Background: an optimization exercise with open tools, aiming at small area and a short achievable clock period. Do not read the settings as production practice. No run shown here included a check of the RTL's function; only the layout flow was run. Power and IR drop assume default switching activity.

[flow/flow/run.sh]
#!/bin/bash
set -euo pipefail
cd "$(dirname "$0")/.."
bash standard.sh BUFFER_PORTS_ARGS="-buffer_cell sky130_fd_sc_hd__buf_1" ADDER_MAP_FILE= finish > standard.log 2>&1
[flow/standard.sh]
#!/bin/bash
# synth_recipe.tcl (not shown) runs the flow's synth.tcl, then flattens the netlist and writes it again
# the make line also repeats each setting of config.mk as NAME=value (left out here)
make -C /OpenROAD-flow-scripts/flow DESIGN_CONFIG=/design/flow/config.mk WORK_HOME=/design/flow/orfs CLKGATE_MAP_FILE= SYNTH_SCRIPT=/design/flow/synth_recipe.tcl "${@:-finish}"
[flow/constraint.sdc]
create_clock -name core_clock -period 3.6 [get_ports {clk}]
set_input_delay 0.7200 -clock core_clock [delete_from_list [all_inputs] [get_ports {clk}]]
set_output_delay 0.7200 -clock core_clock [all_outputs]
set_load 0.01 [all_outputs]
[flow/design.v]
`timescale 1ns / 1ps
module execute(
    input clk,
    input [1:0] ctlwb_in, ctlm_in,
    input [31:0] npc, rdata1, rdata2, s_extend,
    input [4:0] instr_2016, instr_1511,
    input [1:0] alu_op,
    input [5:0] funct,
    input alusrc, regdst,
    output reg [1:0] ctlwb_out, ctlm_out,
    output reg [31:0] adder_out, alu_result_out, rdata2_out,
    output reg [4:0] muxout_out
);
    wire rtype   = (alu_op == 2'b10);
    wire f_add   = rtype & (funct == 6'b100000);
    wire f_sub   = rtype & (funct == 6'b100010);
    wire op_and  = rtype & (funct == 6'b100100);
    wire op_or   = rtype & (funct == 6'b100101);
    wire op_slt  = rtype & (funct == 6'b101010);
    wire op_arith = (alu_op == 2'b00) | (alu_op == 2'b01) | f_add | f_sub;
    wire sub     = (alu_op == 2'b01) | f_sub | op_slt;
    wire [31:0] a = rdata1;
    wire [31:0] b = alusrc ? s_extend : rdata2;
    wire [31:0] bx = alusrc ? (s_extend ^ {32{sub}}) : (rdata2 ^ {32{sub}});
    wire [31:0] g0 = a & bx;
    wire [31:0] t0 = a | bx;
    wire [31:0] h  = t0 & ~g0;           
    reg  [31:0] g, t;
    integer i, j;
    always @(*) begin
        g = g0;
        t = t0;
        g[0] = g0[0] | (t0[0] & sub);
        for (i = 0; i < 5; i = i + 1)
            for (j = 0; j < 32; j = j + 1)
                if (j[i]) begin
                    g[j] = g[j] | (t[j] & g[((j >> i) << i) - 1]);
                    t[j] = t[j] & t[((j >> i) << i) - 1];
                end
    end
    wire [31:0] c = {g[30:0], sub};
    wire lt = ~g[31];
    wire [31:0] logic_r = ({32{op_and}} & (a & b)) | ({32{op_or}} & (a | b));
    wire [31:0] r0 = ({32{op_arith}} & h) | logic_r;
    wire [31:0] r1 = ({32{op_arith}} & ~h) | logic_r;
    wire [31:0] alu_result = ((c & r1) | (~c & r0)) | {31'b0, op_slt & lt};
    always @(posedge clk) begin
        ctlwb_out      <= ctlwb_in;
        ctlm_out       <= ctlm_in;
        adder_out      <= npc + s_extend;
        alu_result_out <= alu_result;
        rdata2_out     <= rdata2;
        muxout_out     <= regdst ? instr_1511 : instr_2016;
    end
endmodule
[flow/config.mk]
export PLATFORM = sky130hd
export DESIGN_NAME = execute
export DESIGN_NICKNAME = execute
export VERILOG_FILES = /design/flow/design.v
export SDC_FILE = /design/flow/constraint.sdc
export NUM_CORES = 4
export LEC_CHECK = 0
export CAP_MARGIN = 20
export CORE_MARGIN = 2
export CORE_UTILIZATION = 40
export GPL_TIMING_DRIVEN = 0
export SETUP_SLACK_MARGIN = 1.2
export SLEW_MARGIN = 20
==> summary.txt, run 1 <==
Placed design
The quantity of I/O buffers inserted on ports is 244. The congestion estimate from routability-driven global placement came to 0.870. After legalization and detailed placement, the total HPWL measured 16200 um.

Synth
The register area share after synthesis is 29.5%. The net count of the mapped netlist is 975. A synthesized cell averages 8.68 sq um.

After synthesis the cells add up to 0.00714 sq mm. The top cell type by total area after synthesis is sky130_fd_sc_hd__dfxtp_1. The area share of the largest cell type after synthesis is 29.5%. The main flop type after synthesis is sky130_fd_sc_hd__dfxtp_1. The post-synthesis sequential element count is 105.

The number of enable flip-flop cells after synthesis is 0. The basic-gate share of the synthesized area counting and, or, nand and nor cells is 13.6%. Measured against the total synthesized area, the mux share comes to 8.89%. Of all flip-flops after synthesis, the portion carrying an async set or reset was 0%. The synthesized netlist devotes 19.5% of its cell area to compound gates. The XOR/XNOR share of the synthesized area is 17.9%. The number of different library cells used by synthesis comes to 85.

Ranked by total cell area, the synthesized netlist is headed by sky130_fd_sc_hd__dfxtp_1 29%, sky130_fd_sc_hd__xnor2_1 15%, sky130_fd_sc_hd__maj3_1 6.0%. After synthesis, the largest family of logic cells by area is compound AO/OA/AOI/OAI gates. Of the total synthesized cell area, the portion taken by full adders, half adders and majority gates is 6.86%.

The count of synthesis-stage warnings from yosys is 1. In the synthesized netlist, the number of instances is 822.

Timing
Counting I/O delays and the setup requirement, the final critical path takes 3.75 ns. The final worst-path setup slack is -0.155 ns. The total count of hold-check failures in the final report is 0. The final max-slew violation count is 0. Setup repair after global routing could not meet its margin everywhere.

Setup violations remaining at the end of the flow were counted as 11. The pin slew with the least headroom to its limit is 0.801 ns. Measured against its own limit, the worst slew margin works out to 46.6%.

The final critical path takes up 104% of the cycle. The fmax is 266 MHz.

Power
The design draws 0.00440 W. The leakage dissipation is 4.11 nW. The power density over the cells is 401 mW/mm^2. IR analysis of the VDD net gives a maximum drop of 0.000264 V.

Drt
The count of routing violations after the opening detailed-route iteration is 373. The routed design has 24300 um of wire. The post-detailed-route count of antenna-violating nets is 0. Using the TritonRoute via totals, the vias-per-cell ratio works out to 5.32. For this run, the detailed router's first-pass iteration total came to 5.

The final route contains 7478 vias. In the final routed layout, each cell accounts on average for 17.3 um. In the routed design, unresolved DRC markers number 0.

Floorplanning
The row count is 48. The initial cell density of the core is 41.1%. The die is 138 um wide.

Measured along the y axis, the die boundary spans 138 um. The number of primary I/O pins is 258. The placeable core area is 0.0174 sq mm. The floorplan step defined a die boundary enclosing 0.0189 sq mm.

Final layout
The most common cell after layout, fill and taps aside is sky130_fd_sc_hd__buf_1. The top cell types in the final layout, fill and taps aside, are 228 x sky130_fd_sc_hd__buf_1, 105 x sky130_fd_sc_hd__dfxtp_1, 98 x sky130_fd_sc_hd__xnor2_1. The number of nets in the layout is 1329.

The multi-input combinational cells in the finished layout cover a total of 0.00580 sq mm. In the final layout, flip-flops and latches occupy 0.00210 sq mm. The layout overhead on the synthesized area is 53.9%. For this run, the share of the core covered by cells in the final layout is 63.3%. The number of antenna diodes in the final layout is 0. Cells with a size suffix above 1 make up 27.9% of the layout.

The number of fill cells is 1492.

Worst hold path
The worst hold path terminates at ctlwb_out[0]$_DFF_P_. The type of the tightest min-delay check is in2reg. Along the worst hold path, the cell count comes to 1. The worst hold path startpoint is ctlwb_in[0].

Clocking
The cell at the root of the clock tree is sky130_fd_sc_hd__clkbuf_16. Counting every sink on the clock net gives 105. The clock edge transition at the registers on the reported setup and hold paths is 0.08 ns.

The TritonCTS buffer count is 9. The clock tree from TritonCTS is built. The longest clock path from root to sink contains 2 buffers. In this run the number of H-tree levels came out at 3.

Worst setup path
The largest fanout on the critical path is 6. The data required time at the worst endpoint is 3.88 ns. STA classifies the critical path endpoint as a register. The count of buffer and inverter cells on the critical path is 2.

The worst setup path is launched from an input port. At the worst endpoint, the arrival time is 4.03 ns. The highest cell delay on the worst timing path is 0.43 ns. The kind of critical path is in2reg.

The cell type of the slowest stage on the worst timing path is sky130_fd_sc_hd__or4_1. Walking the worst path, the cells encountered are buf_8 > and4bb_4 > a32o_1 > buf_6 > mux2_4 > a211oi_4 > o221ai_2 > a21o_1 > a21o_1 > nand2_2 > o211ai_4 > maj3_4 > a21oi_4 > mux2i_1 > or4_1 > o2111ai_1. The critical path's most frequent cell is sky130_fd_sc_hd__a21o_1. The kind of cell with the highest combined delay along the critical path is compound AO/OA/AOI/OAI gates.

Status
The run did not pass the layout checks because of setup timing. The flow ran to the end, but the layout failed its checks.

GRT
Global routing finished with a remaining overflow of 0. The number of antenna violations at the first check in global routing is 0. The maximum number of pins on one net before global-route repair is 18. The overall global routing resource usage is 23.7%.

The number of global-route vias before repair came to 6779. The first-pass GRT wire length is 34700 um.

Run
The max capacitance violation total is 0.
==> final cells by class <==
type                            instances  share of cell area, %
Tap cell                              225                   2.56
Sequential cell                       105                   19.1
Clock inverter                          6                  0.832
Inverter                               24                  0.821
Buffer                                 40                   3.36
Multi-Input combinational cell        653                   52.8
Clock buffer                           10                   2.09
Timing Repair Buffer                  343                   18.4
==> per-layer routing <==
metal	GRT usage (%)	routed length, um	vias up	part of all wire, %
met5	0	0	-	0
met4	5.84	450	0	1.9
met3	5.22	1500	30	6.2
met2	41.0	12200	250	50
met1	29.7	10100	3510	42
li1	-	-	3688	-
==> synthesized netlist by cell type (3+ instances only) <==
library cell and number:
sky130_fd_sc_hd__xnor2_1 123, sky130_fd_sc_hd__dfxtp_1 105, sky130_fd_sc_hd__nor2_1 61, sky130_fd_sc_hd__nand2_1 47
sky130_fd_sc_hd__a21oi_1 46, sky130_fd_sc_hd__maj3_1 43, sky130_fd_sc_hd__mux2i_1 38, sky130_fd_sc_hd__o21ai_0 30
sky130_fd_sc_hd__o22ai_1 30, sky130_fd_sc_hd__clkbuf_1 25, sky130_fd_sc_hd__inv_1 24, sky130_fd_sc_hd__xor2_1 23
sky130_fd_sc_hd__nor3_1 20, sky130_fd_sc_hd__mux2_2 19, sky130_fd_sc_hd__a31oi_1 13, sky130_fd_sc_hd__nand3_1 11
sky130_fd_sc_hd__and2_1 8, sky130_fd_sc_hd__buf_2 8, sky130_fd_sc_hd__o221ai_1 8, sky130_fd_sc_hd__nor2b_1 7
sky130_fd_sc_hd__o211ai_1 7, sky130_fd_sc_hd__a211o_1 6, sky130_fd_sc_hd__a21o_1 6, sky130_fd_sc_hd__and3_1 6
sky130_fd_sc_hd__o21ai_1 6, sky130_fd_sc_hd__or2_2 6, sky130_fd_sc_hd__nand4_1 5, sky130_fd_sc_hd__or3_1 5
sky130_fd_sc_hd__a211oi_1 4, sky130_fd_sc_hd__maj3_2 4, sky130_fd_sc_hd__o311ai_0 4, sky130_fd_sc_hd__a221oi_1 3
sky130_fd_sc_hd__a22o_1 3, sky130_fd_sc_hd__a22oi_1 3, sky130_fd_sc_hd__buf_1 3, sky130_fd_sc_hd__buf_4 3
sky130_fd_sc_hd__o2111ai_1 3, sky130_fd_sc_hd__o31ai_1 3
==> flip-flops by register name, summed over array words and instances, names as in the netlist <==
register        flops
ctlwb_out           2
rdata2_out         32
alu_result_out     32
adder_out          32
muxout_out          5
ctlm_out            2
==> cell families (layout without fill, tap and decap cells) <==
group                    count (synthesis)  in the layout
AO/OA/AOI/OAI                          202            202
XOR/XNOR                               146            146
adder cells (fa/ha/maj)                 48             48
multiplexers                            60             60
flip-flops                             105            105
buffers and inverters                   64            423
AND/OR/NAND/NOR                        197            197
==> timing repair <==
action	CTS	global route
hold endpoints to repair	0	0
gates resized for setup	170	112
setup buffers	60	35
gates cloned	1	3
setup endpoints to repair	49	54
pin swaps	65	57
hold buffers	0	0
==> how the worst max path moves through the flow <==
stage | start | to | slack, ns | cells past startpoint
after floorplan | funct[4] | alu_result_out[27]$_DFF_P_ | -0.37 | 15
after CTS | alu_op[0] | alu_result_out[0]$_DFF_P_ | -0.22 | 16
after global placement | alusrc | alu_result_out[0]$_DFF_P_ | -1.07 | 16
after detailed placement | alusrc | alu_result_out[27]$_DFF_P_ | -1.09 | 17
final | alu_op[0] | alu_result_out[27]$_DFF_P_ | -0.15 | 16
after global routing | s_extend[5] | adder_out[31]$_DFF_P_ | -0.23 | 16
==> metrics by stage <==
stage	hold WS (ns)	cells	setup TNS, ns	setup WS (ns)	cell area [sq um]
after floorplan	0.748	822	-2.45	-0.370	7400
after global placement	0.813	1291	-19.23	-1.07	8590
after detailed placement	0.816	1291	-19.82	-1.09	8590
after CTS	0.441	1368	-1.49	-0.220	10100
after global routing	0.442	1406	-2.07	-0.228	11000
final	0.447	1406	-0.954	-0.155	11000
==> power by group <==
group / switching [W] / internal (W)
Clock: 0.000485 / 0.000614
Combinational: 0.000974 / 0.000939
Sequential: 0.0000470 / 0.00134
Total: 0.00151 / 0.00289
==> run 2: changes to the inputs <==
==> flow/flow/run.sh (replaced) <==
#!/bin/bash
# The standard layout (standard.sh) with: synthesis through flow/synth.tcl
# (ABC mapping script flow/abc.script, no full/half-adder cell extraction),
# and plain buf_1 cells as the port buffers.
set -euo pipefail
cd "$(dirname "$0")/.."
export MY_ABC_SCRIPT=$PWD/flow/abc.script
bash standard.sh SYNTH_SCRIPT=$PWD/flow/synth.tcl ADDER_MAP_FILE= BUFFER_PORTS_ARGS="-buffer_cell sky130_fd_sc_hd__buf_1"  finish > standard.log 2>&1
==> flow/flow/abc.script (new file) <==
strash
dch -f
map -D 1200
topo
buffer -c
upsize -c
dnsize -c
==> flow/flow/synth.tcl (new file) <==
# The standard synthesis (synth_recipe.tcl), with ABC's mapping script
# replaced by flow/abc.script (delay-driven mapping).
proc synth {args} { yosys synth -nofsm -noshare {*}$args }
proc abc {args} {
  set i [lsearch $args -script]
  if {$i >= 0} { lset args [expr {$i+1}] $::env(MY_ABC_SCRIPT) }
  yosys abc {*}$args
}
source $::env(SCRIPTS_DIR)/synth.tcl
# left out here: clear keep_hierarchy, flatten, clean up, hide names made inside functions, write 1_2_yosys.v
--- a/flow/config.mk
+++ b/flow/config.mk
@@ -9,5 +9,4 @@
 export CORE_MARGIN = 2
 export CORE_UTILIZATION = 40
 export GPL_TIMING_DRIVEN = 0
-export SETUP_SLACK_MARGIN = 1.2
 export SLEW_MARGIN = 20
==> summary.txt, run 2 <==
Floorplanning
The horizontal die dimension came to 148 um (+7.5%). The row count is 52 (+8.3%). The placeable core area came to 0.0203 sq mm (+17%). The area enclosed by the die boundary is 0.0219 sq mm (+15%). The die outline height came to 148 um (+7.5%). The initial cell density of the core is 40.8% (-0.35 points). The number of primary I/O pins came to 258 (unchanged).

Synth
The net count of the mapped netlist came to 1481 (+52%). The area share of the largest cell type after synthesis is 25.4% (-4.1 points). The synthesized instance count is 1328 (+62%). The register area share after synthesis was 25.4% (-4.1 points). The post-synthesis cell area is 0.00827 sq mm (+16%). The synthesized area per cell is 6.23 sq um (-28%). Ranked by total cell area, the synthesized netlist is headed by sky130_fd_sc_hd__dfxtp_1 25%, sky130_fd_sc_hd__nand2_1 15%, sky130_fd_sc_hd__inv_1 6.8%. The count of synthesis-stage warnings from yosys was 1 (unchanged). The number of distinct library cells after synthesis is 61 (-28%). The number of enable flip-flop cells after synthesis is 0 (unchanged).

In the synthesized netlist, the cells that appear most often are 327 x sky130_fd_sc_hd__nand2_1, 149 x sky130_fd_sc_hd__inv_1, 145 x sky130_fd_sc_hd__nor2_1. The async set-or-reset flop fraction in the synthesized netlist is 0% (unchanged). The top cell type by total area after synthesis is sky130_fd_sc_hd__dfxtp_1. The main flop type after synthesis is sky130_fd_sc_hd__dfxtp_1. The most instantiated library cell after synthesis is sky130_fd_sc_hd__nand2_1. The post-synthesis sequential element count is 105 (unchanged).

Power
The worst-case vdd ir drop came to 0.000210 V (-20%). The net switching fraction of the power was 39.9% (+5.7 points). The leakage dissipation came to 4.64 nW (+13%).

The clock share of power is 27.3% (+2.3 points). The internal portion of total power is 0.00225 W (-22%). The combinational share of power is 36.5% (-7.0 points).

The power dissipated by switching net loads is 0.00150 W (-0.59%). The share of power burned in registers is 36.1% (+4.6 points). The power density over the cells is 380 mW/mm^2 (-5.2%).

Timing
The pin slew with the least headroom to its limit is 0.824 ns (+0.0229 ns). The total count of hold-check failures in the final report is 0 (unchanged). The share of the clock period used by the worst path is 85.7% (-19 points).

The total negative slack is 0 ns (+0.954 ns). The time the final worst path needs with I/O delays and setup is 3.09 ns (-0.670 ns). The fmax came to 324 MHz (+22%). The final setup violation count is 0 (-11). The hold slack is 0.440 ns (-0.00642 ns).

The worst slew slack as a fraction of its limit was 44.6% (-2.0 points). The final max-slew violation count is 0 (unchanged). Setup repair after global routing left no endpoint under its margin.

Drt
The residual DRC count is 0 (unchanged). The count of routing violations after the opening detailed-route iteration is 568 (+52%). The post-detailed-route count of antenna-violating nets is 0 (unchanged).

The per-cell routed wire length is 16.6 um (-4.0%). The number of vias in the routed layout is 9974 (+33%). The post-detailed-route via-to-cell ratio is 5.33 (+0.23%). The total iterations of the first detailed-routing run is 5 (unchanged). The final routed wirelength across all metal layers is 31100 um (+28%).

Worst setup path
The nature of the critical path endpoint is a register. By startpoint and endpoint, the worst setup path is classified as in2reg. The arrival time at the worst endpoint is 3.33 ns (-0.70 ns). The critical path startpoint category is an input port. The data required time at the worst endpoint is 3.84 ns (-0.04 ns). The largest fanout on the critical path is 10 (+4).

Final layout
The area growth from synthesis to layout is 19.4%. The final core area utilization is 48.7% (-15 points). The fraction of final layout cells with drive strength greater than 1 came to 6.88% (-21 points). In the final layout, the registers with the most flip-flops are adder_out x32, alu_result_out x32, rdata2_out x32. The final cell area excluding filler cells is 0.00988 sq mm (-10%). The number of nets in the layout is 1748 (+32%). The library cell used most frequently in the layout, excluding fill and tap cells, is sky130_fd_sc_hd__nand2_1. The library cells used most frequently in the layout, excluding fill and tap cells, are 327 x sky130_fd_sc_hd__nand2_1, 256 x sky130_fd_sc_hd__buf_1, 149 x sky130_fd_sc_hd__inv_1.

Placed design
The post-DP HPWL was 24800 um (+53%). The final weighted congestion in routability-driven placement is 0.908 (+4.4%). The quantity of I/O buffers inserted on ports was 256 (+4.9%).

The cell area after placement is 0.00958 sq mm (+11%).

Worst hold path
The cell depth of the worst min-delay path is 1 (unchanged). The path with the worst hold slack has its endpoint at ctlm_out[0]$_DFF_P_. The worst hold path startpoint is ctlm_in[0]. The type of the tightest min-delay check is in2reg.

GRT
The first-pass GRT wire length is 47600 um (+37%). The number of global-route vias before repair was 9109 (+34%). The overall global routing resource usage is 27.7% (+4.0 points). The maximum number of pins on one net before global-route repair is 21 (+3). The sum of overflow across all layers after global routing came to 0 (unchanged). The number of antenna violations at the first check in global routing came to 3 (+3).

Clocking
TritonCTS built the clock tree. The worst-case clock buffer depth is 2 (unchanged). The TritonCTS buffer count is 9 (unchanged). The number of gates given a new drive strength after cts is 0 (-100%). The H-tree depth came to 3 (unchanged). The number of sinks handled by clock tree synthesis came to 105 (unchanged). The cell at the root of the clock tree is sky130_fd_sc_hd__clkbuf_16. The clock edge transition at the registers on the reported setup and hold paths is 0.08 ns (about the same). The post-cts hold buffer count was 0 (unchanged). The number of post-CTS setup repair buffers is 0 (-100%).

Run
The max capacitance violation total is 0 (unchanged).

Status
The run finished with no timing, DRC or antenna violations.
[run 2: cell families after synthesis]
family,count (synthesis),share of synthesized area (%)
buf+inv,189,9.59
flops,105,25.4
mux,6,0.801
xor+xnor,27,2.86
compound gates,319,24.3
simple gates,682,37.0
[run 2: power groups by stage]
| stage | sequential, W | combinational [W] | clock, W |
|---|---|---|---|
| 2_1_floorplan | 0.00146 | 0.000813 | 0 |
| 3_3_place_gp | 0.00138 | 0.00135 | 0 |
| 3_5_place_dp | 0.00138 | 0.00135 | 0 |
| 4_1_cts | 0.00136 | 0.00136 | 0.00106 |
| 5_1_grt | 0.00137 | 0.00152 | 0.00109 |
| 6_report | 0.00136 | 0.00137 | 0.00103 |
[run 2: stage by stage]
stage | power (W) | cells | setup slack, ns
2_1_floorplan | 0.00228 | 1328 | 1.00
3_3_place_gp | 0.00273 | 1854 | 0.191
3_5_place_dp | 0.00273 | 1854 | 0.182
4_1_cts | 0.00377 | 1870 | 0.564
5_1_grt | 0.00398 | 1871 | 0.369
6_report | 0.00375 | 1871 | 0.515
[run 2: worst max path at each step]
stage,start,end,slack (ns),cells past startpoint
finish,alu_op[0],alu_result_out[30]$_DFF_P_,0.51,14
detailed placement,alu_op[0],alu_result_out[30]$_DFF_P_,0.18,14
global route,funct[3],alu_result_out[25]$_DFF_P_,0.37,14
floorplan,alusrc,alu_result_out[24]$_DFF_P_,1.00,14
CTS,alu_op[0],alu_result_out[30]$_DFF_P_,0.56,14
global placement,alu_op[0],alu_result_out[29]$_DFF_P_,0.19,14
[run 2: area by class of cell]
type                            count  area, sq um
Clock buffer                        9          225
Clock inverter                      7         70.1
Sequential cell                   105         2100
Tap cell                          270          338
Antenna cell                        1         2.50
Inverter                          154          578
Timing Repair Buffer              256          961
Multi-Input combinational cell   1034         5390
Buffer                             35          215
Fill cell                        2244        10400
[run 2: layer usage]
metal	routed length [um]	GRT usage, %	vias to the layer above
li1	-	-	5038
met1	13900	37.1	4538
met2	14400	46.4	353
met3	2170	4.63	41
met4	593	6.95	4
met5	30	0	-
[run 2: critical path, stage by stage]
cell and delay, ns:
sky130_fd_sc_hd__buf_1 0.28, sky130_fd_sc_hd__inv_2 0.09, sky130_fd_sc_hd__nand3_1 0.13, sky130_fd_sc_hd__o22ai_2 0.17
sky130_fd_sc_hd__nor2_2 0.21, sky130_fd_sc_hd__buf_2 0.31, sky130_fd_sc_hd__nand2_1 0.11, sky130_fd_sc_hd__a32oi_2 0.26
sky130_fd_sc_hd__nand4_2 0.18, sky130_fd_sc_hd__a21oi_2 0.35, sky130_fd_sc_hd__buf_4 0.26, sky130_fd_sc_hd__o21bai_1 0.08
sky130_fd_sc_hd__nand3_1 0.07, sky130_fd_sc_hd__nand2_1 0.09
==> run 3: changes to the inputs <==
==> flow/flow/abc.script (replaced) <==
strash
dch -f
map -D 1600
topo
buffer -c
upsize -c
dnsize -c
==> summary.txt, run 3 <==
Final layout
The number of fill cells is 1981 (-12%). The multi-input combinational cell area is 0.00448 sq mm (-17%). The largest registers in the layout are adder_out x32, alu_result_out x32, rdata2_out x32. The final core area utilization is 49.4% (+0.79 points). The most common cell after layout, fill and taps aside is sky130_fd_sc_hd__buf_1. The final antenna diode count is 0 (-1). The total area of sequential cells is 0.00210 sq mm (unchanged). The fraction of final layout cells with drive strength greater than 1 is 6.76% (-0.11 points). From synthesis to final layout, the design area changed by 20.9%.

The library cells used most frequently in the layout, excluding fill and tap cells, are 256 x sky130_fd_sc_hd__buf_1, 187 x sky130_fd_sc_hd__nand2_1, 176 x sky130_fd_sc_hd__nor2_1. The number of nets in the layout is 1553 (-11%). The number of standard cells in the layout, taps in and fillers out is 1634 (-13%).

Synth
By count the netlist is led by 187 x sky130_fd_sc_hd__nand2_1, 176 x sky130_fd_sc_hd__nor2_1, 170 x sky130_fd_sc_hd__inv_1. The net count of the mapped netlist is 1286 (-13%). The post-synthesis cell area is 0.00737 sq mm (-11%). The area share of the largest cell type after synthesis is 28.5% (+3.1 points). The synthesized design spends more area on one cell type than any other, namely sky130_fd_sc_hd__dfxtp_1. The register area share after synthesis is 28.5% (+3.1 points). The synthesized instance count was 1133 (-15%). The post-synthesis sequential element count is 105 (unchanged). Ranked by total cell area, the synthesized netlist is headed by sky130_fd_sc_hd__dfxtp_1 29%, sky130_fd_sc_hd__nand2_1 9.5%, sky130_fd_sc_hd__nor2_1 9.0%. The synthesized area per cell is 6.51 sq um (+4.4%). For this run, the leading register cell type out of synthesis is sky130_fd_sc_hd__dfxtp_1. The number of enable flip-flop cells after synthesis is 0 (unchanged). The async set-or-reset flop fraction in the synthesized netlist is 0% (unchanged).

The count of synthesis-stage warnings from yosys came to 1 (unchanged). By instance count, the leading cell after synthesis is sky130_fd_sc_hd__nand2_1. The number of distinct library cells after synthesis is 57 (-6.6%).

Drt
The residual DRC count is 0 (unchanged). The total length of routed met3 wires is 1710 um (-21%). The number of vias in the routed layout was 8076 (-19%). The uppermost signal routing layer after detailed routing is met4. The post-detailed-route count of antenna-violating nets is 0 (unchanged). The count of routing violations after the opening detailed-route iteration is 499 (-12%). The per-cell routed wire length is 14.9 um (-10%). The detailed-routed wire length on met2 came to 11400 um (-21%). The post-detailed-route via-to-cell ratio is 4.94 (-7.3%).

The total iterations of the first detailed-routing run came to 5 (unchanged). The met1 wire length is 10700 um (-23%). The final routed wirelength across all metal layers was 24300 um (-22%).

Worst setup path
The kind of critical path is in2reg. The data required time at the worst endpoint was 3.83 ns (about the same). The largest fanout on the critical path is 10 (unchanged). The critical path startpoint category is an input port. The arrival time at the worst endpoint was 3.52 ns (+0.19 ns).

STA classifies the critical path endpoint as a register.

Power
The leakage dissipation is 4.15 nW (-10%). The worst-case vdd ir drop is 0.000227 V (+8.2%). The overall power consumption is 0.00366 W (-2.4%). The net switching fraction of the power is 37.8% (-2.1 points). The power dissipated by switching net loads is 0.00138 W (-7.5%). The combinational share of power was 35.7% (-0.8 points). The power density over the cells is 411 mW/mm^2 (+8.2%). The clock share of power is 26.9% (-0.4 points). The share of power burned in registers is 37.4% (+1.3 points). The internal portion of total power was 0.00228 W (+1.0%).

Timing
The total count of hold-check failures in the final report is 0 (unchanged). The time the final worst path needs with I/O delays and setup is 3.29 ns (+0.203 ns). The pin slew with the least headroom to its limit is 0.935 ns (+0.112 ns). The share of the clock period used by the worst path is 91.3% (+5.6 points). The final worst-path setup slack was 0.312 ns (-0.203 ns).

The final max-slew violation count was 0 (unchanged). The worst slew slack as a fraction of its limit is 37.1% (-7.6 points). The hold slack is 0.447 ns (+0.00701 ns).

The final setup violation count is 0 (unchanged). Setup repair after global routing left no endpoint under its margin. The fmax was 304 MHz (-6.2%).

Clocking
The tree is rooted in a sky130_fd_sc_hd__clkbuf_16. The H-tree depth came to 3 (unchanged). The worst-case clock buffer depth came to 2 (unchanged). The number of gates given a new drive strength after cts came to 0 (unchanged). The TritonCTS buffer count is 9 (unchanged). The post-cts hold buffer count is 0 (unchanged). The number of post-CTS setup repair buffers came to 0 (unchanged). TritonCTS built the clock tree. The clock edge transition at the registers on the reported setup and hold paths is 0.07 ns (about the same). The number of sinks handled by clock tree synthesis is 105 (unchanged).

Floorplanning
The placeable core area was 0.0180 sq mm (-11%). The number of primary I/O pins is 258 (unchanged). The initial cell density of the core is 40.9% (+0.13 points). The horizontal die dimension is 140 um (-5.5%). The area enclosed by the die boundary is 0.0195 sq mm (-11%). The row count is 49 (-5.8%). The die outline height is 140 um (-5.5%).

Placed design
The worst slack after detailed placement is 0.00221 ns (-0.180 ns). The post-DP HPWL came to 19600 um (-21%). The quantity of I/O buffers inserted on ports is 256 (unchanged). The final weighted congestion in routability-driven placement is 0.880 (-3.1%). The number of cells after detailed placement came to 1618 (-13%).

GRT
The sum of overflow across all layers after global routing is 0 (unchanged). The number of antenna violations at the first check in global routing is 0 (-3). The number of global-route vias before repair is 7259 (-20%). The maximum number of pins on one net before global-route repair is 19 (-9.5%). The first-pass GRT wire length is 37500 um (-21%).

The overall global routing resource usage was 24.1% (-3.5 points).

Status
The flow ran to the end and the layout has no timing, DRC or antenna violations.

Run
The max capacitance violation total is 0 (unchanged).

Worst hold path
In this run the worst hold path is classified as in2reg.
-- run 3: cell families after synthesis --
logic type | after synthesis | share of synthesized area, %
simple gates | 455 | 26.0
compound gates | 295 | 23.9
buf+inv | 196 | 10.8
flops | 105 | 28.5
xor+xnor | 67 | 8.52
mux | 15 | 2.29
-- run 3: per-layer routing --
layer	track usage [%]	vias up
met5	0	-
met4	7.26	0
met3	3.99	24
met2	42.0	294
met1	30.7	3523
li1	-	4235
-- run 3: area by class of cell --
| class | count | share of cell area, % |
|---|---|---|
| plain buffers | 22 | 1.61 |
| clock buffers | 10 | 2.68 |
| clock inverters | 6 | 0.562 |
| inverters | 174 | 7.33 |
| multi-input cells | 832 | 50.2 |
| flip-flops and latches | 105 | 23.6 |
| well taps | 229 | 3.21 |
| repair buffers | 256 | 10.8 |
-- run 3: critical path, cell delays in order --
cell                       delay, ns
sky130_fd_sc_hd__buf_1          0.20
sky130_fd_sc_hd__inv_2          0.08
sky130_fd_sc_hd__nor2_4         0.13
sky130_fd_sc_hd__nand2_1        0.08
sky130_fd_sc_hd__or2_4          0.27
sky130_fd_sc_hd__nand3_4        0.12
sky130_fd_sc_hd__buf_6          0.21
sky130_fd_sc_hd__xnor2_1        0.15
sky130_fd_sc_hd__nand2_1        0.12
sky130_fd_sc_hd__a21oi_1        0.28
sky130_fd_sc_hd__a21oi_2        0.13
sky130_fd_sc_hd__o211ai_4       0.30
sky130_fd_sc_hd__buf_2          0.33
sky130_fd_sc_hd__a21oi_1        0.12
sky130_fd_sc_hd__o22ai_1        0.14
sky130_fd_sc_hd__nand2_1        0.12
-- run 3: power groups by stage --
| stage | combinational, W | sequential, W | clock (W) |
|---|---|---|---|
| finish | 0.00131 | 0.00137 | 0.000984 |
| global route | 0.00146 | 0.00139 | 0.00105 |
| CTS | 0.00131 | 0.00137 | 0.00100 |
| detailed placement | 0.00130 | 0.00140 | 0 |
| global placement | 0.00129 | 0.00140 | 0 |
| floorplan | 0.000790 | 0.00149 | 0 |
-- run 3: final timing paths --
check	slack, ns	end	cells past startpoint	from
setup / recovery	0.31	alu_result_out[20]$_DFF_P_	16	alu_op[1]
hold / removal	0.45	ctlwb_out[0]$_DFF_P_	1	ctlwb_in[0]
-- run 3: through the flow --
stage | setup TNS, ns | cell area (sq um)
after CTS | 0 | 8910
after global placement | -1.72 | 8620
final | 0 | 8910
after global routing | 0 | 8910
after floorplan | 0 | 7370
after detailed placement | 0 | 8620
==> run 4: changes to the inputs <==
==> flow/flow/abc.script (replaced) <==
strash
dch -f
map -D 1200
topo
buffer -c
upsize -c
dnsize -c
--- a/flow/config.mk
+++ b/flow/config.mk
@@ -9,4 +9,5 @@
 export CORE_MARGIN = 2
 export CORE_UTILIZATION = 40
 export GPL_TIMING_DRIVEN = 0
+export SETUP_SLACK_MARGIN = 1.2
 export SLEW_MARGIN = 20
==> summary.txt, run 4 <==
Power
The leakage dissipation is 5.20 nW (+25%). The internal portion of total power is 0.00256 W (+12%). The net switching fraction of the power was 38.7% (+0.86 points). The power dissipated by switching net loads was 0.00161 W (+17%). The combinational share of power is 39.6% (+3.9 points). The worst-case vdd ir drop was 0.000204 V (-10%). The share of power burned in registers is 32.4% (-5.0 points). The power density over the cells is 369 mW/mm^2 (-10%).

The overall power consumption is 0.00417 W (+14%). The clock share of power is 28.0% (+1.1 points).

Synth
The post-synthesis sequential element count is 105 (unchanged). The synthesized area per cell is 6.23 sq um (-4.2%). The synthesized instance count is 1328 (+17%).

The number of enable flip-flop cells after synthesis is 0 (unchanged). The area share of the largest cell type after synthesis is 25.4% (-3.1 points). The register area share after synthesis was 25.4% (-3.1 points). The post-synthesis cell area came to 0.00827 sq mm (+12%). The top cell type by total area after synthesis is sky130_fd_sc_hd__dfxtp_1. The net count of the mapped netlist came to 1481 (+15%).

Among all cell types in the netlist, the one instantiated most often is sky130_fd_sc_hd__nand2_1. The async set-or-reset flop fraction in the synthesized netlist was 0% (unchanged). The count of synthesis-stage warnings from yosys is 1 (unchanged). The number of distinct library cells after synthesis is 61 (+7.0%). Among all flip-flop cells after synthesis, the most frequent one is sky130_fd_sc_hd__dfxtp_1.

By count the netlist is led by 327 x sky130_fd_sc_hd__nand2_1, 149 x sky130_fd_sc_hd__inv_1, 145 x sky130_fd_sc_hd__nor2_1. Ranked by total cell area, the synthesized netlist is headed by sky130_fd_sc_hd__dfxtp_1 25%, sky130_fd_sc_hd__nand2_1 15%, sky130_fd_sc_hd__inv_1 6.8%.

Floorplanning
The horizontal die dimension was 148 um (+5.8%). The initial cell density of the core was 40.8% (-0.13 points). The placeable core area is 0.0203 sq mm (+13%).

The number of primary I/O pins is 258 (unchanged). The die outline height was 148 um (+5.8%). The area enclosed by the die boundary was 0.0219 sq mm (+12%). The row count is 52 (+6.1%).

Timing
Setup repair after global routing could not meet its margin everywhere. The final max-slew violation count is 0 (unchanged). The total negative slack is 0 ns (unchanged). The worst slew slack as a fraction of its limit is 58.2% (+21 points). The share of the clock period used by the worst path is 70.9% (-20 points). The final worst-path setup slack came to 1.05 ns (+0.735 ns). The total count of hold-check failures in the final report is 0 (unchanged). The pin slew with the least headroom to its limit is 0.627 ns (-0.308 ns). The final setup violation count is 0 (unchanged). The fmax is 392 MHz (+29%). The time the final worst path needs with I/O delays and setup is 2.55 ns (-0.735 ns).

Clocking
The number of sinks handled by clock tree synthesis came to 105 (unchanged). TritonCTS built the clock tree. The clock edge transition at the registers on the reported setup and hold paths is 0.08 ns (about the same).

The cell at the root of the clock tree is sky130_fd_sc_hd__clkbuf_16. The worst-case clock buffer depth is 2 (unchanged). The H-tree depth is 3 (unchanged). The TritonCTS buffer count is 9 (unchanged).

Drt
The post-detailed-route count of antenna-violating nets came to 0 (unchanged). The final routed wirelength across all metal layers is 32500 um (+34%). The count of routing violations after the opening detailed-route iteration is 579 (+16%). The number of vias in the routed layout is 10400 (+29%). The total iterations of the first detailed-routing run is 5 (unchanged).

The post-detailed-route via-to-cell ratio is 5.41 (+9.4%). The per-cell routed wire length was 16.9 um (+13%). The residual DRC count is 0 (unchanged).

GRT
The overall global routing resource usage is 28.2% (+4.1 points). The first-pass GRT wire length is 48700 um (+30%). The number of global-route vias before repair is 9409 (+30%). The number of antenna violations at the first check in global routing was 2 (+2). The sum of overflow across all layers after global routing is 0 (unchanged). The maximum number of pins on one net before global-route repair is 21 (+2).

Worst setup path
The data required time at the worst endpoint is 3.84 ns (about the same). The largest fanout on the critical path came to 4 (-6). Tracing the worst setup path back leads to its startpoint at funct[0].

The critical path is of the in2reg type. STA classifies the critical path startpoint as an input port. The nature of the critical path endpoint is a register. The arrival time at the worst endpoint was 2.79 ns (-0.73 ns).

Placed design
The worst slack after detailed placement is 0.190 ns (+0.187 ns). The post-DP HPWL came to 24800 um (+26%). The quantity of I/O buffers inserted on ports is 256 (unchanged).

The final weighted congestion in routability-driven placement is 0.923 (+4.8%).

Final layout
The total area of sequential cells is 0.00210 sq mm (unchanged). The layout overhead on the synthesized area is 36.6%. Leaving out fill and tap cells, the most frequent cell in the layout is sky130_fd_sc_hd__nand2_1. The fraction of final layout cells with drive strength greater than 1 is 17.6% (+11 points).

The number of nets in the layout is 1802 (+16%). The number of fill cells was 2110 (+6.5%). The library cells used most frequently in the layout, excluding fill and tap cells, are 296 x sky130_fd_sc_hd__nand2_1, 247 x sky130_fd_sc_hd__buf_1, 143 x sky130_fd_sc_hd__inv_1.

The multi-input combinational cell area is 0.00601 sq mm (+34%). The largest registers in the layout are adder_out x32, alu_result_out x32, rdata2_out x32.

Run
The max capacitance violation total is 0 (unchanged).

Worst hold path
The type of the tightest min-delay check is in2reg. The startpoint identified for the worst hold timing path is ctlwb_in[0].

Status
The flow ran to the end and the layout has no timing, DRC or antenna violations.
[run 4: changes by cell type in the layout (fill, tap and decap cells not counted), sizes merged, moves of 10 or more]
cell    delta
buf       +62
inv       -19
mux2      -10
nand2    +139
nand3     +61
nand4     +48
nor2      -29
o21ai     -14
o21bai    +23
xor2      -41
[run 4: kinds of logic (layout without fill, tap and decap cells)]
logic type / after synthesis / after routing / share of synthesized area [%]
and+or+nand+nor: 682 / 683 / 37.0
AOI/OAI and AO/OA: 319 / 319 / 24.3
xor gates and xnor gates: 27 / 27 / 2.86
muxes: 6 / 6 / 0.801
DFF: 105 / 105 / 25.4
buffers and inverters: 189 / 514 / 9.59
other: 0 / 3 / 0
[run 4: stage by stage]
| stage | utilization [%] | hold WS [ns] | area, sq um | std cells |
|---|---|---|---|---|
| after floorplan | - | 0.748 | 8430 | 1328 |
| after global placement | 47.9 | 0.812 | 9730 | 1854 |
| after detailed placement | 48.0 | 0.813 | 9740 | 1855 |
| after CTS | 53.4 | 0.430 | 10800 | 1903 |
| after global routing | 55.6 | 0.428 | 11300 | 1924 |
| final | 55.7 | 0.440 | 11300 | 1927 |
[run 4: area by class of cell]
| class | count | share of cell area, % |
|---|---|---|
| antenna | 3 | 0.0664 |
| clock buffer | 9 | 1.99 |
| buffer | 35 | 2.88 |
| inverter | 154 | 5.26 |
| tap | 270 | 2.99 |
| multi-input combinational | 1035 | 53.2 |
| sequential | 105 | 18.6 |
| clock inverter | 7 | 1.10 |
| timing repair buffer | 309 | 13.9 |
[run 4: critical path, stage by stage]
cell and delay (ns):
sky130_fd_sc_hd__buf_8 0.10, sky130_fd_sc_hd__inv_2 0.05, sky130_fd_sc_hd__nand4_1 0.21, sky130_fd_sc_hd__o22ai_4 0.29, sky130_fd_sc_hd__buf_6 0.17, sky130_fd_sc_hd__o22ai_4 0.07, sky130_fd_sc_hd__nand3_2 0.10, sky130_fd_sc_hd__nand4_1 0.18
sky130_fd_sc_hd__nand2_1 0.16, sky130_fd_sc_hd__nand2_2 0.09, sky130_fd_sc_hd__a21oi_4 0.26, sky130_fd_sc_hd__buf_6 0.17, sky130_fd_sc_hd__o21bai_1 0.06, sky130_fd_sc_hd__nand3_1 0.08, sky130_fd_sc_hd__nand2_2 0.07
[run 4: worst paths after layout]
path | cells after the start | end
min | 1 | ctlwb_out[0]$_DFF_P_
max | 15 | alu_result_out[31]$_DFF_P_
[run 4: metal layers]
layer	vias to the layer above	track usage [%]	routed length, um
met5	-	0	13
met4	2	8.62	836
met3	52	5.31	2520
met2	435	47.6	15200
met1	4773	36.7	13900
li1	5158	-	-
[run 4: what timing repair did]
item / in CTS / in global routing
gates cloned: 4 / 1
hold buffers: 0 / 0
resized for setup: 114 / 76
pin swaps: 32 / 56
setup buffers: 28 / 20
endpoints found under the setup margin: 45 / 41
[run 4: power by group through the flow]
stage                     clock, W  combinational [W]  sequential (W)
after floorplan                  0           0.000837         0.00146
after global placement           0            0.00137         0.00138
after detailed placement         0            0.00137         0.00138
after CTS                  0.00119            0.00152         0.00135
after global routing       0.00124            0.00180         0.00137
final                      0.00117            0.00165         0.00135
==> run 5: changes to the inputs <==
==> flow/flow/abc.script (replaced) <==
strash
dch -f
map -D 1600
topo
buffer -c
upsize -c
dnsize -c
--- a/flow/config.mk
+++ b/flow/config.mk
@@ -9,5 +9,5 @@
 export CORE_MARGIN = 2
 export CORE_UTILIZATION = 40
 export GPL_TIMING_DRIVEN = 0
-export SETUP_SLACK_MARGIN = 1.2
+export SETUP_SLACK_MARGIN = 0.9
 export SLEW_MARGIN = 20
==> summary.txt, run 5 <==
Floorplanning
The die outline height came to 140 um (-5.5%). The area enclosed by the die boundary is 0.0195 sq mm (-11%). The horizontal die dimension is 140 um (-5.5%). The number of primary I/O pins came to 258 (unchanged). The placeable core area is 0.0180 sq mm (-11%).

The initial cell density of the core was 40.9% (+0.13 points). The row count is 49 (-5.8%).

Run
The max capacitance violation total was 0 (unchanged).

Synth
The register area share after synthesis came to 28.5% (+3.1 points). The post-synthesis sequential element count is 105 (unchanged). The synthesized instance count came to 1133 (-15%). The count of synthesis-stage warnings from yosys came to 1 (unchanged). The async set-or-reset flop fraction in the synthesized netlist is 0% (unchanged).

The number of distinct library cells after synthesis is 57 (-6.6%). The number of enable flip-flop cells after synthesis came to 0 (unchanged). Yosys attributes the largest share of cell area to sky130_fd_sc_hd__dfxtp_1 29%, sky130_fd_sc_hd__nand2_1 9.5%, sky130_fd_sc_hd__nor2_1 9.0%.

The area share of the largest cell type after synthesis is 28.5% (+3.1 points). The post-synthesis cell area is 0.00737 sq mm (-11%). The most used flip-flop cell after synthesis is sky130_fd_sc_hd__dfxtp_1. The most instantiated library cell after synthesis is sky130_fd_sc_hd__nand2_1.

The top cell type by total area after synthesis is sky130_fd_sc_hd__dfxtp_1. Counting instances in the post-synthesis netlist gives the leading cell types as 187 x sky130_fd_sc_hd__nand2_1, 176 x sky130_fd_sc_hd__nor2_1, 170 x sky130_fd_sc_hd__inv_1. The net count of the mapped netlist is 1286 (-13%).

The synthesized area per cell came to 6.51 sq um (+4.4%).

Placed design
The final weighted congestion in routability-driven placement is 0.916 (-0.74%). The quantity of I/O buffers inserted on ports came to 256 (unchanged). The number of cells after detailed placement is 1618 (-13%). The post-DP HPWL is 19800 um (-20%).

Worst setup path
The largest fanout on the critical path is 6 (+2). The cell type of the slowest stage on the worst timing path is sky130_fd_sc_hd__nand3b_1. The data required time at the worst endpoint is 3.84 ns (about the same). The highest cell delay on the worst timing path came to 0.25 ns (-0.04 ns). The count of buffer and inverter cells on the critical path is 5 (+1). In this design, the largest share of critical-path delay is due to simple AND/OR/NAND/NOR gates. The kind of critical path is in2reg. The nature of the critical path endpoint is a register.

The arrival time at the worst endpoint was 3.13 ns (+0.34 ns). Walking the worst path, the cells encountered are buf_1 > nor2_4 > nand3_2 > nand3b_1 > nand3_4 > buf_12 > buf_16 > xor2_4 > nor2_4 > nor2_2 > nor2_1 > nand2_2 > o211ai_4 > buf_12 > buf_6 > a21boi_1 > o22ai_1 > nand2_1. STA classifies the critical path startpoint as an input port.

Power
The clock share of power came to 25.9% (-2.1 points). The leakage dissipation is 4.59 nW (-12%). The overall power consumption is 0.00405 W (-2.9%). The power density over the cells is 403 mW/mm^2 (+9.1%). The net switching fraction of the power is 37.9% (-0.79 points). The internal portion of total power was 0.00252 W (-1.7%).

The worst-case vdd ir drop is 0.000287 V (+40%). The combinational share of power is 40.2% (+0.6 points). The share of power burned in registers is 33.8% (+1.4 points). The power dissipated by switching net loads came to 0.00153 W (-4.9%).

Status
The run finished with no timing, DRC or antenna violations.

Drt
The post-detailed-route via-to-cell ratio is 5.05 (-6.7%). The final routed wirelength across all metal layers is 25800 um (-21%). The total iterations of the first detailed-routing run is 5 (unchanged).

The count of routing violations after the opening detailed-route iteration was 572 (-1.2%). The per-cell routed wire length came to 15.3 um (-9.0%). The residual DRC count is 0 (unchanged). The number of vias in the routed layout is 8488 (-19%).

The post-detailed-route count of antenna-violating nets came to 0 (unchanged).

Final layout
The multi-input combinational cell area is 0.00507 sq mm (-16%). The number of standard cells in the layout, taps in and fillers out is 1682 (-13%). Leaving out fill and tap cells, the most frequent cells in the layout are 254 x sky130_fd_sc_hd__buf_1, 168 x sky130_fd_sc_hd__inv_1, 168 x sky130_fd_sc_hd__nand2_1. The fraction of final layout cells with drive strength greater than 1 is 16.7% (-0.85 points). In the final layout, the registers with the most flip-flops are adder_out x32, alu_result_out x32, rdata2_out x32. The number of nets in the layout is 1599 (-11%). The number of fill cells was 1819 (-14%). The library cell used most frequently in the layout, excluding fill and tap cells, is sky130_fd_sc_hd__buf_1. The final core area utilization is 55.8% (+0.12 points).

Relative to the synthesized area, the layout overhead comes to 36.4%. The total area of sequential cells is 0.00210 sq mm (unchanged).

Clocking
The number of sinks handled by clock tree synthesis is 105 (unchanged). The H-tree depth came to 3 (unchanged). TritonCTS built the clock tree. The post-cts hold buffer count was 0 (unchanged). The TritonCTS buffer count is 9 (unchanged). The worst-case clock buffer depth came to 2 (unchanged). The clock edge transition at the registers on the reported setup and hold paths is 0.08 ns (about the same). The cell sitting at the root of the clock tree is a sky130_fd_sc_hd__clkbuf_16.

Timing
The pin slew with the least headroom to its limit is 1.01 ns (+0.383 ns). The final max-slew violation count came to 0 (unchanged). The final setup violation count came to 0 (unchanged). The total count of hold-check failures in the final report is 0 (unchanged).

The hold slack is 0.447 ns (+0.00721 ns). Setup repair after global routing could not meet its margin everywhere. The time the final worst path needs with I/O delays and setup is 2.89 ns (+0.334 ns). The share of the clock period used by the worst path is 80.2% (+9.3 points).

The fmax came to 346 MHz (-12%). The worst slew slack as a fraction of its limit was 32.0% (-26 points). The total negative slack was 0 ns (unchanged).

GRT
The overall global routing resource usage came to 25.2% (-3.0 points). The maximum number of pins on one net before global-route repair is 20 (-4.8%). The number of antenna violations at the first check in global routing is 1 (-1). The first-pass GRT wire length came to 39400 um (-19%). The number of global-route vias before repair is 7875 (-16%).

The sum of overflow across all layers after global routing was 0 (unchanged).

Worst hold path
The type of the tightest min-delay check is in2reg.
==> run 5: cell count changes after synthesis, moves of 21 or more <==
cell | before | now
sky130_fd_sc_hd__nand2_1 | 327 | 187
sky130_fd_sc_hd__xor2_1 | 13 | 50
sky130_fd_sc_hd__o21bai_1 | 26 | 3
sky130_fd_sc_hd__nor2_1 | 145 | 176
sky130_fd_sc_hd__nand4_1 | 46 | 5
sky130_fd_sc_hd__inv_1 | 149 | 170
sky130_fd_sc_hd__nand3_1 | 100 | 44
==> run 5: logic make-up after synthesis <==
| family | count (synthesis) | share of synthesized area (%) |
|---|---|---|
| buf+inv | 196 | 10.8 |
| flops | 105 | 28.5 |
| mux | 15 | 2.29 |
| xor+xnor | 67 | 8.52 |
| simple gates | 455 | 26.0 |
| compound gates | 295 | 23.9 |
==> run 5: per-layer routing <==
| metal | track usage (%) | wire (um) | vias to the layer above |
|---|---|---|---|
| met5 | 0 | 0 | - |
| li1 | - | - | 4333 |
| met4 | 6.63 | 648 | 0 |
| met3 | 4.51 | 1730 | 36 |
| met2 | 44.9 | 12500 | 320 |
| met1 | 31.3 | 10900 | 3799 |
==> run 5: final timing paths <==
check / from / cells past startpoint / end
max: funct[4] / 18 / alu_result_out[21]$_DFF_P_
min: ctlm_in[1] / 1 / ctlm_out[1]$_DFF_P_
==> run 5: cell type report <==
cell class	count	area share, %
well taps	229	2.85
multi-input cells	832	50.4
diodes	2	0.0498
inverters	174	6.61
plain buffers	22	1.94
repair buffers	302	14.2
flip-flops and latches	105	20.9
clock buffers	9	2.24
clock inverters	7	0.858
==> run 5: repair_timing <==
| action | 4_1_cts | 5_1_grt |
|---|---|---|
| pin swaps | 16 | 45 |
| cloned | 3 | 2 |
| setup endpoints to repair | 39 | 39 |
| hold endpoints to repair | 0 | 0 |
| gates resized for setup | 52 | 111 |
| buffers inserted | 19 | 22 |
==> run 5: power by group through the flow <==
stage	registers, W	clock network [W]	logic [W]
6_report	0.00137	0.00105	0.00163
4_1_cts	0.00137	0.00109	0.00143
3_5_place_dp	0.00140	0	0.00132
2_1_floorplan	0.00149	0	0.000809
3_3_place_gp	0.00140	0	0.00131
5_1_grt	0.00138	0.00112	0.00179
==> run 5: through the flow <==
stage          worst slack (ns)  cell area [sq um]
3_3_place_gp             -0.241               8690
6_report                  0.712              10100
5_1_grt                   0.577              10100
4_1_cts                   0.751               9380
2_1_floorplan             0.857               7440
3_5_place_dp              0.107               8700
==> run 6: changes to the inputs <==
--- a/flow/config.mk
+++ b/flow/config.mk
@@ -11,3 +11,4 @@
 export GPL_TIMING_DRIVEN = 0
 export SETUP_SLACK_MARGIN = 0.9
 export SLEW_MARGIN = 20
+export TNS_END_PERCENT = 0
==> summary.txt, run 6 <==
Synth
Sorting the synthesized cells by area gives the leading types as sky130_fd_sc_hd__dfxtp_1 29%, sky130_fd_sc_hd__nand2_1 9.5%, sky130_fd_sc_hd__nor2_1 9.0%. The post-synthesis cell area was 0.00737 sq mm (unchanged). The post-synthesis sequential element count is 105 (unchanged).

The async set-or-reset flop fraction in the synthesized netlist is 0% (unchanged). The basic-gate share of the synthesized area counting and, or, nand and nor cells is 26.0% (unchanged). The count of synthesis-stage warnings from yosys was 1 (unchanged). The mux contribution to synthesized area is 2.29% (unchanged). The number of enable flip-flop cells after synthesis is 0 (unchanged). The number of distinct library cells after synthesis is 57 (unchanged). The synthesized instance count is 1133 (unchanged). The top cell type by total area after synthesis is sky130_fd_sc_hd__dfxtp_1.

The net count of the mapped netlist is 1286 (unchanged). In the synthesized netlist the dominant register cell turns out to be sky130_fd_sc_hd__dfxtp_1. The XOR/XNOR share of the synthesized area is 8.52% (unchanged). The synthesized area per cell is 6.51 sq um (unchanged). The register area share after synthesis is 28.5% (unchanged). The main combinational cell family by area after synthesis is simple AND/OR/NAND/NOR gates.

The post-synthesis share of cell area spent on full adders, half adders and majority gates is 0% (unchanged). The area share of the largest cell type after synthesis came to 28.5% (unchanged). The compound-gate portion of the synthesized area came to 23.9% (unchanged). By count the netlist is led by 187 x sky130_fd_sc_hd__nand2_1, 176 x sky130_fd_sc_hd__nor2_1, 170 x sky130_fd_sc_hd__inv_1. Yosys instantiated no cell more often than sky130_fd_sc_hd__nand2_1.

Clocking
The TritonCTS buffer count is 9 (unchanged). The H-tree depth is 3 (unchanged). The clock edge transition at the registers on the reported setup and hold paths is 0.07 ns (about the same). TritonCTS built the clock tree. The worst-case clock buffer depth is 2 (unchanged).

The root buffer cell chosen for the clock tree is sky130_fd_sc_hd__clkbuf_16. The number of sinks handled by clock tree synthesis is 105 (unchanged). The post-cts hold buffer count was 0 (unchanged).

Worst setup path
The critical path startpoint category is an input port. The data required time at the worst endpoint is 3.90 ns (+0.06 ns). The arrival time at the worst endpoint was 3.20 ns (+0.07 ns).

The count of buffer and inverter cells on the critical path is 5 (unchanged). On the critical path, the stage with the largest delay is an instance of sky130_fd_sc_hd__nand3b_1. The largest fanout on the critical path is 9 (+3). STA classifies the critical path endpoint as a register. The timing startpoint of the critical path is funct[5]. The kind of critical path is in2reg. Traced cell by cell, the critical path runs through buf_1 > inv_2 > nor2_4 > nand3_2 > nand3b_1 > nand3_4 > buf_12 > buf_16 > xor2_4 > a22oi_2 > inv_1 > nor2_4 > nand2_4 > nor3_2 > a21boi_1 > o22ai_1 > nand2_1. The highest cell delay on the worst timing path came to 0.26 ns (about the same). The critical path's most frequent cell is sky130_fd_sc_hd__nor2_4. The top cell family by delay on the critical path is simple AND/OR/NAND/NOR gates.

Timing
The pin slew with the least headroom to its limit is 0.791 ns (-0.219 ns). The share of the clock period used by the worst path came to 80.6% (+0.40 points). The hold slack was 0.449 ns (+0.00182 ns). Setup repair after global routing could not meet its margin everywhere. The final setup violation count came to 0 (unchanged). The fmax is 345 MHz (-0.50%). The time the final worst path needs with I/O delays and setup is 2.90 ns (+0.0145 ns). The worst slew slack as a fraction of its limit is 47.0% (+15 points). The total count of hold-check failures in the final report is 0 (unchanged).

The final max-slew violation count was 0 (unchanged). The final worst-path setup slack is 0.698 ns (-0.0145 ns).

Floorplanning
The die outline height is 140 um (unchanged). The row count is 49 (unchanged). The initial cell density of the core is 40.9% (unchanged). The placeable core area is 0.0180 sq mm (unchanged). The horizontal die dimension is 140 um (unchanged). The area enclosed by the die boundary is 0.0195 sq mm (unchanged). The number of primary I/O pins came to 258 (unchanged).

Drt
The total iterations of the first detailed-routing run is 5 (unchanged). The per-cell routed wire length is 15.2 um (-0.62%). The number of vias in the routed layout is 8321 (-2.0%). The residual DRC count was 0 (unchanged).

The post-detailed-route via-to-cell ratio was 5.03 (-0.31%). The final routed wirelength across all metal layers is 25200 um (-2.3%). The count of routing violations after the opening detailed-route iteration was 548 (-4.2%). The post-detailed-route count of antenna-violating nets is 0 (unchanged).

Status
The run finished with no timing, DRC or antenna violations.

Run
The max capacitance violation total was 0 (unchanged).

GRT
The number of antenna violations at the first check in global routing is 2 (+1). The maximum number of pins on one net before global-route repair is 17 (-15%). The overall global routing resource usage is 24.4% (-0.83 points). The number of global-route vias before repair is 7447 (-5.4%). The sum of overflow across all layers after global routing is 0 (unchanged).

The first-pass GRT wire length was 37900 um (-4.0%).

Worst hold path
The type of the tightest min-delay check is in2reg. In this run the most critical hold path is launched from ctlm_in[0]. The cell depth of the worst min-delay path is 1 (unchanged). The endpoint of the worst hold-timing path is ctlm_out[0]$_DFF_P_.

Final layout
The fraction of final layout cells with drive strength greater than 1 is 12.8% (-4.0 points). The number of fill cells came to 1884 (+3.6%). The number of nets in the layout is 1574 (-1.6%).

The area growth from synthesis to layout is 30.9%. The final cell area excluding filler cells is 0.00965 sq mm (-4.1%). In the final layout, the registers with the most flip-flops are adder_out x32, alu_result_out x32, rdata2_out x32. The top cell types in the final layout, fill and taps aside, are 255 x sky130_fd_sc_hd__buf_1, 175 x sky130_fd_sc_hd__nand2_1, 168 x sky130_fd_sc_hd__inv_1.

The total area of sequential cells is 0.00210 sq mm (unchanged). The multi-input combinational cell area is 0.00492 sq mm (-2.9%). The most common cell after layout, fill and taps aside is sky130_fd_sc_hd__buf_1.

Placed design
The quantity of I/O buffers inserted on ports was 256 (unchanged). The final weighted congestion in routability-driven placement was 0.895 (-2.3%). The worst slack after detailed placement was 0.139 ns (+0.0320 ns). The cell area after placement is 0.00866 sq mm (-0.40%). The post-DP HPWL is 19800 um (-0.13%).

Power
The power density over the cells is 412 mW/mm^2 (+2.4%). The overall power consumption is 0.00398 W (-1.8%). The worst-case vdd ir drop was 0.000242 V (-16%). The leakage dissipation came to 4.40 nW (-4.0%).
[run 6: cell types whose count changed in the layout (fill, tap and decap cells not counted), sizes merged]
cell      change
inv           -3
buf          -25
clkinvlp      -1
bufinv        +2
diode         -1
[run 6: stage by stage]
step                setup TNS, ns  instances  util, %
floorplan                       0       1133        -
global placement            -1.27       1618     48.0
detailed placement              0       1618     48.0
CTS                             0       1638     50.8
global route                    0       1653     53.5
finish                          0       1654     53.5
[run 6: kinds of logic after synthesis]
kind of cell / Yosys count
buf+inv: 196
flops: 105
xor+xnor: 67
compound gates: 295
mux: 15
simple gates: 455
[run 6: where the power goes]
group          internal (W)  total (W)  switching, W
registers           0.00133    0.00137     0.0000430
clock network      0.000674    0.00113      0.000456
logic              0.000546    0.00148      0.000933
total               0.00255    0.00398       0.00143
[run 6: area by class of cell]
type                    instances  share of cell area (%)
multi-input cells             832                    51.0
flip-flops and latches        105                    21.8
well taps                     229                    2.97
repair buffers                277                    12.2
clock inverters                 5                    1.08
plain buffers                  22                    1.89
inverters                     174                    6.77
diodes                          1                  0.0259
clock buffers                   9                    2.33
[run 6: worst max-delay path by stage]
stage	endpoint	slack, ns	depth (start not counted)
after detailed placement	adder_out[26]$_DFF_P_	0.14	13
after global routing	alu_result_out[21]$_DFF_P_	0.55	17
after global placement	alu_result_out[0]$_DFF_P_	-0.18	11
final	alu_result_out[31]$_DFF_P_	0.70	17
after CTS	alu_result_out[0]$_DFF_P_	0.74	16
after floorplan	alu_result_out[26]$_DFF_P_	0.84	16
[run 6: per-layer routing]
layer	routed length [um]	track usage, %
met5	0	0
met4	427	6.74
met3	2130	5.57
met2	12100	42.7
met1	10600	30.0
[run 6: what timing repair did]
action / in CTS / in global routing
pin swaps: 7 / 31
setup buffers: 6 / 11
endpoints found under the setup margin: 40 / 41
gates resized for setup: 33 / 78
cloned: 0 / 4
==> run 7: changes to the inputs <==
==> flow/design.v (replaced) <==
`timescale 1ns / 1ps
module execute(
    input clk,
    input [1:0] ctlwb_in, ctlm_in,
    input [31:0] npc, rdata1, rdata2, s_extend,
    input [4:0] instr_2016, instr_1511,
    input [1:0] alu_op,
    input [5:0] funct,
    input alusrc, regdst,
    output reg [1:0] ctlwb_out, ctlm_out,
    output reg [31:0] adder_out, alu_result_out, rdata2_out,
    output reg [4:0] muxout_out
);
    wire rtype    = (alu_op == 2'b10);
    wire f_add    = rtype & (funct == 6'b100000);
    wire f_sub    = rtype & (funct == 6'b100010);
    wire op_and   = rtype & (funct == 6'b100100);
    wire op_or    = rtype & (funct == 6'b100101);
    wire op_slt   = rtype & (funct == 6'b101010);
    wire op_arith = (alu_op == 2'b00) | (alu_op == 2'b01) | f_add | f_sub;
    wire sub      = (alu_op == 2'b01) | f_sub | op_slt;
    wire [31:0] ax = rdata1 ^ {32{sub}};
    wire [31:0] b  = alusrc ? s_extend : rdata2;
    wire [31:0] ag = ax & b;
    wire [31:0] at = ax | b;
    wire [31:0] ah = ax ^ b;
    reg [31:0] g, t;
    integer i, j;
    always @(*) begin
        g = ag;
        t = at;
        for (i = 0; i < 5; i = i + 1)
            for (j = 31; j >= (1 << i); j = j - 1) begin
                g[j] = g[j] | (t[j] & g[j - (1 << i)]);
                t[j] = t[j] & t[j - (1 << i)];
            end
    end
    wire [31:0] c  = {g[30:0], 1'b0};
    wire        lt = g[31];
    wire [31:0] hs  = ah ^ {32{sub}};
    wire [31:0] lg  = ({32{op_and}} & ag) | ({32{op_or}} & at);
    wire [31:0] r0  = ({32{op_arith}} & hs) | lg;
    wire [31:0] r1  = ({32{op_arith}} & ~hs) | lg;
    wire [31:0] alu_result = (c & r1) | (~c & r0) | {31'b0, op_slt & lt};
    wire [31:0] bg0 = npc & s_extend;
    wire [31:0] bp0 = npc ^ s_extend;
    reg  [31:0] bg, bp;
    integer l, k;
    always @(*) begin
        bg = bg0;
        bp = bp0;
        for (l = 0; l < 5; l = l + 1)
            for (k = (2 << l) - 1; k < 32; k = k + (2 << l)) begin
                bg[k] = bg[k] | (bp[k] & bg[k - (1 << l)]);
                bp[k] = bp[k] & bp[k - (1 << l)];
            end
        for (l = 3; l >= 0; l = l - 1)
            for (k = (3 << l) - 1; k < 32; k = k + (2 << l)) begin
                bg[k] = bg[k] | (bp[k] & bg[k - (1 << l)]);
                bp[k] = bp[k] & bp[k - (1 << l)];
            end
    end
    wire [31:0] branch = bp0 ^ {bg[30:0], 1'b0};
    always @(posedge clk) begin
        ctlwb_out      <= ctlwb_in;
        ctlm_out       <= ctlm_in;
        adder_out      <= branch;
        alu_result_out <= alu_result;
        rdata2_out     <= rdata2;
        muxout_out     <= regdst ? instr_1511 : instr_2016;
    end
endmodule
==> flow/flow/abc.script (replaced) <==
strash
map -D 2000
topo
buffer -c
upsize -c
dnsize -c
--- a/flow/config.mk
+++ b/flow/config.mk
@@ -9,6 +9,5 @@
 export CORE_MARGIN = 2
 export CORE_UTILIZATION = 40
 export GPL_TIMING_DRIVEN = 0
-export SETUP_SLACK_MARGIN = 0.9
+export SETUP_SLACK_MARGIN = 1.2
 export SLEW_MARGIN = 20
-export TNS_END_PERCENT = 0
==> summary.txt, run 7 <==
Worst setup path
Walking the worst path, the cells encountered are clkbuf_2 > nor2_4 > nand4_1 > buf_4 > buf_4 > buf_4 > buf_4 > buf_4 > buf_4 > buf_4 > buf_4 > buf_4 > buf_4 > buf_4 > buf_4 > buf_4 > buf_4 > buf_4 > o221ai_2. The highest cell delay on the worst timing path came to 0.20 ns (-0.06 ns). The arrival time at the worst endpoint is 3.15 ns (-0.05 ns). The worst setup path is captured at a register. On the critical path, the stage with the largest delay is an instance of sky130_fd_sc_hd__nand4_1. The data required time at the worst endpoint is 3.89 ns (about the same).

Floorplanning
The area enclosed by the die boundary is 0.0199 sq mm (+1.7%). The placeable core area is 0.0185 sq mm (+2.7%). The number of primary I/O pins is 258 (unchanged).

Clocking
The number of sinks handled by clock tree synthesis is 105 (unchanged). The clock edge transition at the registers on the reported setup and hold paths is 0.08 ns (about the same). TritonCTS built the clock tree. The post-cts hold buffer count was 0 (unchanged).

Drt
The post-detailed-route via-to-cell ratio is 5.09 (+1.3%). The residual DRC count is 0 (unchanged).

GRT
The number of global-route vias before repair is 7984 (+7.2%). The sum of overflow across all layers after global routing is 0 (unchanged). The overall global routing resource usage was 26.3% (+1.9 points). The first-pass GRT wire length was 40800 um (+7.8%).

The maximum number of pins on one net before global-route repair was 21 (+4).

Final layout
The largest registers in the layout are adder_out x32, alu_result_out x32, rdata2_out x32. The final antenna diode count is 0 (-1). The number of fill cells came to 1736 (-7.9%). The top cell types in the final layout, fill and taps aside, are 239 x sky130_fd_sc_hd__buf_1, 142 x sky130_fd_sc_hd__nand2_1, 113 x sky130_fd_sc_hd__inv_1. The number of nets in the layout is 1618 (+2.8%).

Placed design
The worst slack after detailed placement is -0.261 ns (-0.399 ns). The quantity of I/O buffers inserted on ports is 256 (unchanged).

Synth
The post-synthesis sequential element count is 105 (unchanged). The post-synthesis cell area came to 0.00750 sq mm (+1.7%). By area the synthesized netlist is led by sky130_fd_sc_hd__dfxtp_1 28%, sky130_fd_sc_hd__nand2_1 9.0%, sky130_fd_sc_hd__nor2_1 8.0%. The net count of the mapped netlist came to 1245 (-3.2%). sky130_fd_sc_hd__dfxtp_1 takes more of the synthesized area than any other cell. The number of enable flip-flop cells after synthesis is 0 (unchanged). sky130_fd_sc_hd__nand2_1 is the most common cell in the netlist. The async set-or-reset flop fraction in the synthesized netlist came to 0% (unchanged). Ranked by instance count, the synthesized netlist is headed by 179 x sky130_fd_sc_hd__nand2_1, 160 x sky130_fd_sc_hd__nor2_1, 144 x sky130_fd_sc_hd__inv_1.

Worst hold path
The worst hold path terminates at ctlm_out[1]$_DFF_P_. The min-delay analysis places its worst path in the category in2reg.

Timing
Setup repair after global routing could not meet its margin everywhere. The final worst-path setup slack is 0.747 ns (+0.0498 ns). The fmax is 351 MHz (+1.7%).

The share of the clock period used by the worst path was 79.2% (-1.4 points). The pin slew with the least headroom to its limit is 0.807 ns (+0.0167 ns). The total count of hold-check failures in the final report is 0 (unchanged).

The hold slack is 0.438 ns (-0.0110 ns). The final max-slew violation count is 0 (unchanged). The time the final worst path needs with I/O delays and setup is 2.85 ns (-0.0498 ns).

Status
The run finished with no timing, DRC or antenna violations.

Power
The worst-case vdd ir drop was 0.000265 V (+9.7%).
==> run 7: worst max path at each step <==
stage | startpoint | to | slack, ns
after detailed placement | alu_op[1] | alu_result_out[0]$_DFF_P_ | -0.26
final | funct[4] | alu_result_out[0]$_DFF_P_ | 0.75
after CTS | funct[5] | alu_result_out[0]$_DFF_P_ | 0.81
after global placement | alu_op[1] | alu_result_out[0]$_DFF_P_ | -0.26
after floorplan | alu_op[1] | alu_result_out[18]$_DFF_P_ | 0.96
after global routing | alu_op[1] | alu_result_out[31]$_DFF_P_ | 0.67
==> run 7: cell families (layout without fill, tap and decap cells) <==
| logic type | Yosys count | in the layout | share of synthesized area (%) |
|---|---|---|---|
| buffers and inverters | 177 | 555 | 9.58 |
| XOR/XNOR | 102 | 102 | 12.5 |
| multiplexers | 32 | 32 | 4.36 |
| adder cells (fa/ha/maj) | 1 | 1 | 0.134 |
| AND/OR/NAND/NOR | 404 | 404 | 22.6 |
| AO/OA/AOI/OAI | 271 | 271 | 22.7 |
| flip-flops | 105 | 105 | 28.0 |
==> run 7: metrics by stage <==
step	instance area (sq um)	cells	setup TNS (ns)
2_1_floorplan	7710	1092	0
3_5_place_dp	8970	1582	-0.636
4_1_cts	10700	1682	0
6_report	11400	1704	0
5_1_grt	11400	1704	0
3_3_place_gp	8970	1582	-0.633
==> run 7: layout make-up <==
class	count	area [sq um]	share of cell area, %
Buffer	22	184	1.61
Clock buffer	9	225	1.97
Multi-Input combinational cell	810	5990	52.4
Clock inverter	7	73.8	0.645
Timing Repair Buffer	362	1960	17.1
Inverter	155	611	5.34
Sequential cell	105	2100	18.4
Tap cell	234	293	2.56
==> run 7: per-layer routing <==
| metal | track usage, % | up-vias | wire, um | part of all wire, % |
|---|---|---|---|---|
| met5 | 0 | - | 0 | 0 |
| met4 | 11.8 | 0 | 936 | 3.4 |
| met3 | 5.06 | 58 | 1740 | 6.3 |
| met2 | 44.2 | 349 | 13200 | 48 |
| met1 | 32.7 | 3974 | 11700 | 42 |
| li1 | - | 4300 | - | - |
==> run 7: what timing repair did <==
item                                    CTS  global route
resized for setup                       228           152
pin swaps                                86            91
endpoints found under the setup margin   42            44
cloned                                    2             0
buffers inserted                         82            22
==> run 7: power by group <==
group | total, W | internal, W | switching (W)
sequential | 0.00138 | 0.00134 | 0.0000408
combinational | 0.00209 | 0.000831 | 0.00126
clock | 0.00102 | 0.000492 | 0.000523

Check on run 7: ideal ports give 0.747 ns setup slack; a clkbuf_16 on the clock port and buf_2 on the inputs give 0.717 ns; moving port delays by the midpoint clock arrival (0.415 ns) as well gives 0.302 ns.
